From an optimization exercise on the open Yosys and OpenROAD flow, aimed at small area; shortcuts taken in it are not production practice.
The RTL was checked by simulation tests, not by an equivalence proof against the original design.
The clock port is modelled as an ideal driver; clocking choices that lean on that would not hold on a real chip.
No activity file was given, so power comes from the tool's default toggle rates.

== before ==
## iic_if
module		iic_if
(
	input			RSTN,
	input			MCK,
	input			iSCL,
	input			iSDA,
	output			SDO,				 
	input	[ 6:0]	SLAVE,				 
	input	[ 3:0]	SDO_MARGIN,			 
	output	reg		SLAVE_EN,
	input	[31:0]	MDO,
	output	[15:0]	MAD,
	output	[31:0]	MDI,
	output	[31:0]	MBE,
	output			MWE,
	output			MRE
);
Size in the first run: roughly 460 cells after synthesis, roughly 130 I/O pins, about 5200 µm² of cells after synthesis.
==> flow/config.mk <==
export PLATFORM = sky130hd
export DESIGN_NAME = iic_if
export DESIGN_NICKNAME = iic_if
export VERILOG_FILES = /design/flow/design.v
export SDC_FILE = /design/flow/constraint.sdc
export NUM_CORES = 4
export LEC_CHECK = 0
export ABC_AREA = 1
export CAP_MARGIN = 20
export CORE_MARGIN = 2
export CORE_UTILIZATION = 65
export PLACE_DENSITY = 0.75
export SLEW_MARGIN = 20
==> flow/constraint.sdc <==
create_clock -name core_clock -period 5.0 [get_ports {MCK}]
set_input_delay 1.0000 -clock core_clock [delete_from_list [all_inputs] [get_ports {MCK}]]
set_output_delay 1.0000 -clock core_clock [all_outputs]
set_load 0.01 [all_outputs]
standard.sh (not shown) runs the stock make flow with config.mk's settings and CLKGATE_MAP_FILE= SYNTH_SCRIPT=/design/flow/synth_recipe.tcl, a recipe that flattens the netlist after the stock synthesis.
==> flow/flow/run.sh <==
#!/bin/bash
# Standard ORFS layout with: the standard synthesis re-mapped for area (flip-flops
# untouched, equivalence proven, else the standard netlist is kept), the smallest
# buffer on each port, a clock tree of small clock buffers without dummy loads
# (leaves upsized where the clock slew is high), and cells with spare slack
# downsized after placement.
set -euo pipefail
W=$PWD
R=$W/orfs/results/$FLOW_PLATFORM/iic_if/base
YOSYS=$FLOW_HOME/../tools/install/yosys/bin/yosys
[[ -x $YOSYS ]] || YOSYS=yosys
export BUFFER_PORTS_ARGS="-buffer_cell sky130_fd_sc_hd__buf_1"
export CTS_ARGS="-sink_clustering_enable -repair_clock_nets -dont_use_dummy_load -buf_list sky130_fd_sc_hd__clkbuf_4 -sink_clustering_size 20"
export POST_CTS_TCL="$W/flow/post_cts.tcl"
export POST_RESIZE_TCL="$W/flow/post_resize.tcl"

bash standard.sh synth > synth.log 2>&1

export REMAP_LIB=$FLOW_HOME/platforms/$FLOW_PLATFORM/lib/sky130_fd_sc_hd__tt_025C_1v80.lib
export REMAP_DONT_USE=$W/flow/dont_use.txt
export REMAP_TOP=$FLOW_TOP
export REMAP_IN=$W/std_synth.v
cp $R/1_2_yosys.v $REMAP_IN
export REMAP_GOLD=$REMAP_IN
# try several ABC scripts in parallel; keep the smallest netlist proven equivalent
# to the standard one; then a second round starting from that netlist
ls $W/flow/remap*.abc | xargs -P ${NUM_CORES:-4} -I{} bash $W/flow/remap_one.sh {} $W $YOSYS > remap_results.txt
best=$(grep -v '^failed' remap_results.txt | sort -g | head -1 | awk '{print $2}' || true)
if [[ -n $best ]]; then
  mkdir -p $W/round2
  cp $best $W/round2/start.v
  export REMAP_IN=$W/round2/start.v
  ls $W/flow/remap*.abc | xargs -P ${NUM_CORES:-4} -I{} bash $W/flow/remap_one.sh {} $W/round2 $YOSYS $W > remap_results2.txt
  cat remap_results2.txt >> remap_results.txt
fi
cat remap_results.txt >> remap.log
best=$(grep -v '^failed' remap_results.txt | sort -g | head -1 | awk '{print $2}' || true)
best_area=$(grep -v '^failed' remap_results.txt | sort -g | head -1 | awk '{print $1}' || true)
if [[ -n $best ]]; then
  echo "remap: using $best ($best_area)" | tee -a remap.log
  cp $best $R/1_2_yosys.v
  rm -f $R/1_synth.odb $R/1_synth.sdc
  bash standard.sh synth > synth2.log 2>&1
else
  echo "remap: keeping the standard netlist" | tee -a remap.log
fi

bash standard.sh > standard.log 2>&1
Other scripts of this flow, unchanged in this note and not shown: flow/flow/dont_use.txt, flow/flow/eqv.tcl, flow/flow/post_cts.tcl, flow/flow/post_resize.tcl, flow/flow/remap.tcl, flow/flow/remap1.abc, flow/flow/remap2.abc, flow/flow/remap3.abc, flow/flow/remap4.abc, flow/flow/remap5.abc, flow/flow/remap6.abc, flow/flow/remap7.abc, flow/flow/remap8.abc, flow/flow/remap_one.sh, flow/flow/remapb.abc, flow/flow/remapd1.abc, flow/flow/remapd2.abc, flow/flow/remapd3.abc, flow/flow/remapd4.abc, flow/flow/remapd5.abc, flow/flow/remapd6.abc, flow/flow/remapd7.abc, flow/flow/remapd8.abc, flow/flow/remape1.abc, flow/flow/remape2.abc, flow/flow/remape3.abc, flow/flow/remape4.abc
--- input diff before..after ---
--- a/flow/design.v
+++ b/flow/design.v
@@ -10,31 +10,36 @@
 	output	reg		SLAVE_EN,
 	input	[31:0]	MDO,
 	output	[15:0]	MAD,
 	output	[31:0]	MDI,
 	output	[31:0]	MBE,
 	output			MWE,
 	output			MRE
 );
 	reg				SCL;
+	always @(posedge MCK or negedge RSTN) begin
+		if(!RSTN)			SCL <= 1'd1;
+		else				SCL <= iSCL;
+	end
 	reg				SDA;
-	always @(posedge MCK) begin
-		SCL <= iSCL;
-		SDA <= iSDA;
+	always @(posedge MCK or negedge RSTN) begin
+		if(!RSTN)			SDA <= 1'd0;
+		else				SDA <= iSDA;
 	end
 	reg				SCL_Q;
 	always @(posedge MCK or negedge RSTN) begin
 		if(!RSTN)			SCL_Q <= 1'd1;
 		else				SCL_Q <= SCL;
 	end
 	reg				SDA_Q;
-	always @(posedge MCK) begin
-		SDA_Q <= SDA;
+	always @(posedge MCK or negedge RSTN) begin
+		if(!RSTN)			SDA_Q <= 1'd0;
+		else				SDA_Q <= SDA;
 	end
 	wire			SCL_RE = SCL & ~SCL_Q;
 	wire			SCL_FE = ~SCL & SCL_Q;
 	wire			SDA_RE = SDA & ~SDA_Q;
 	wire			SDA_FE = ~SDA & SDA_Q;
 	reg				SP_T1;
 	always @(posedge MCK or negedge RSTN) begin
 		if(!RSTN)		SP_T1 <= 1'd0;
 		else if(SDA_FE)	SP_T1 <= SCL;
@@ -97,21 +102,22 @@
 	wire			ID_OK = ID_OK_T2 | (SDA_SFT1_CT & ID_OK_T);
 	reg				RW;
 	always @(posedge MCK or negedge RSTN) begin
 		if(!RSTN)			RW <= 1'd0;
 		else if(SCL_RE) begin
 			if(SDA_SFT1_CT)	RW <= SDA_SFT[0];
 			else if(RW & SDA_CNTE & SDA)	RW <= 1'd0;
 		end
 	end
-	reg				RW_1D;				 
-	always @(posedge MCK) begin
-		if(SCL_RE)			RW_1D <= RW;
+	reg				RW_1D;
+	always @(posedge MCK or negedge RSTN) begin
+		if(!RSTN)			RW_1D <= 1'd0;
+		else if(SCL_RE)		RW_1D <= RW;
 	end
 	reg		[ 7:0]	ADH;
 	wire			ADH_CT = SDA_CNTE & ((DCNT == 3'd1) | ((DCNT == 3'd2) & (SP | ~SDA_EN)));
 	always @(posedge MCK) begin
 		if(SCL_RE & ADH_CT)	ADH <= SDA_SFT;
 	end
 	wire			ADE = ACT & (DCNT == 3'd2) & ID_OK_T2 & ~RW_1D;
 	reg		[15:0]	MAD16;
 	always @(posedge MCK or negedge RSTN) begin
==> comparison <==
after finished every stage and its layout cleared the timing, DRC and antenna checks. Maximum fanout encountered on the critical timing path, after and before, lower one = after. before and after ended up with roughly the same via count. after gives less growth of design area from synthesis to finish than before did. Floorplan check, after vs before: die outline larger in after. Area after synthesis on after is up relative to before. after ended up with a higher areal power density over the cells than before did. In the metrics for after and before, the one carrying the lower worst hold slack is before. Relative to before, the number of cells in the finished layout apart from fillers of after is lower by 0.98%. Compared with before, in after cell area up 0.39%, combined flip-flop and latch cell area up 13 µm². Changes observed in after relative to before: clock power higher, share of the cycle needed by the critical path after routing has decreased, starting DRC count in detailed routing shows an increase of 3, register fraction of the total cell area did not really move.

-- port drivers added, routing unchanged --
The flow's constraints put no driver on any port. The routed layouts listed below were extracted and timed again, unchanged, in two steps.
Step 1, drivers: a clkbuf_16 drives MCK and a buf_2 each remaining input, both assumed.
Step 2 times the ports against the registers' clock, not the clock port: input delays grow and output delays shrink by t, the midpoint of the rising clock arrivals with the driver on.
a / b / c = ideal / step 1 / step 2; a / b = the first two.
run | t (ns) | setup WS [ns] | worst register clock-pin slew, ns | worst slew at a driven data input, ns
before | 0.420 | 1.152 / 1.118 / 1.538 | 0.09 / 0.09 | 0.05
after | 0.416 | 1.279 / 1.248 / 1.625 | 0.10 / 0.10 | 0.04
After both steps every run listed still meets setup and hold.
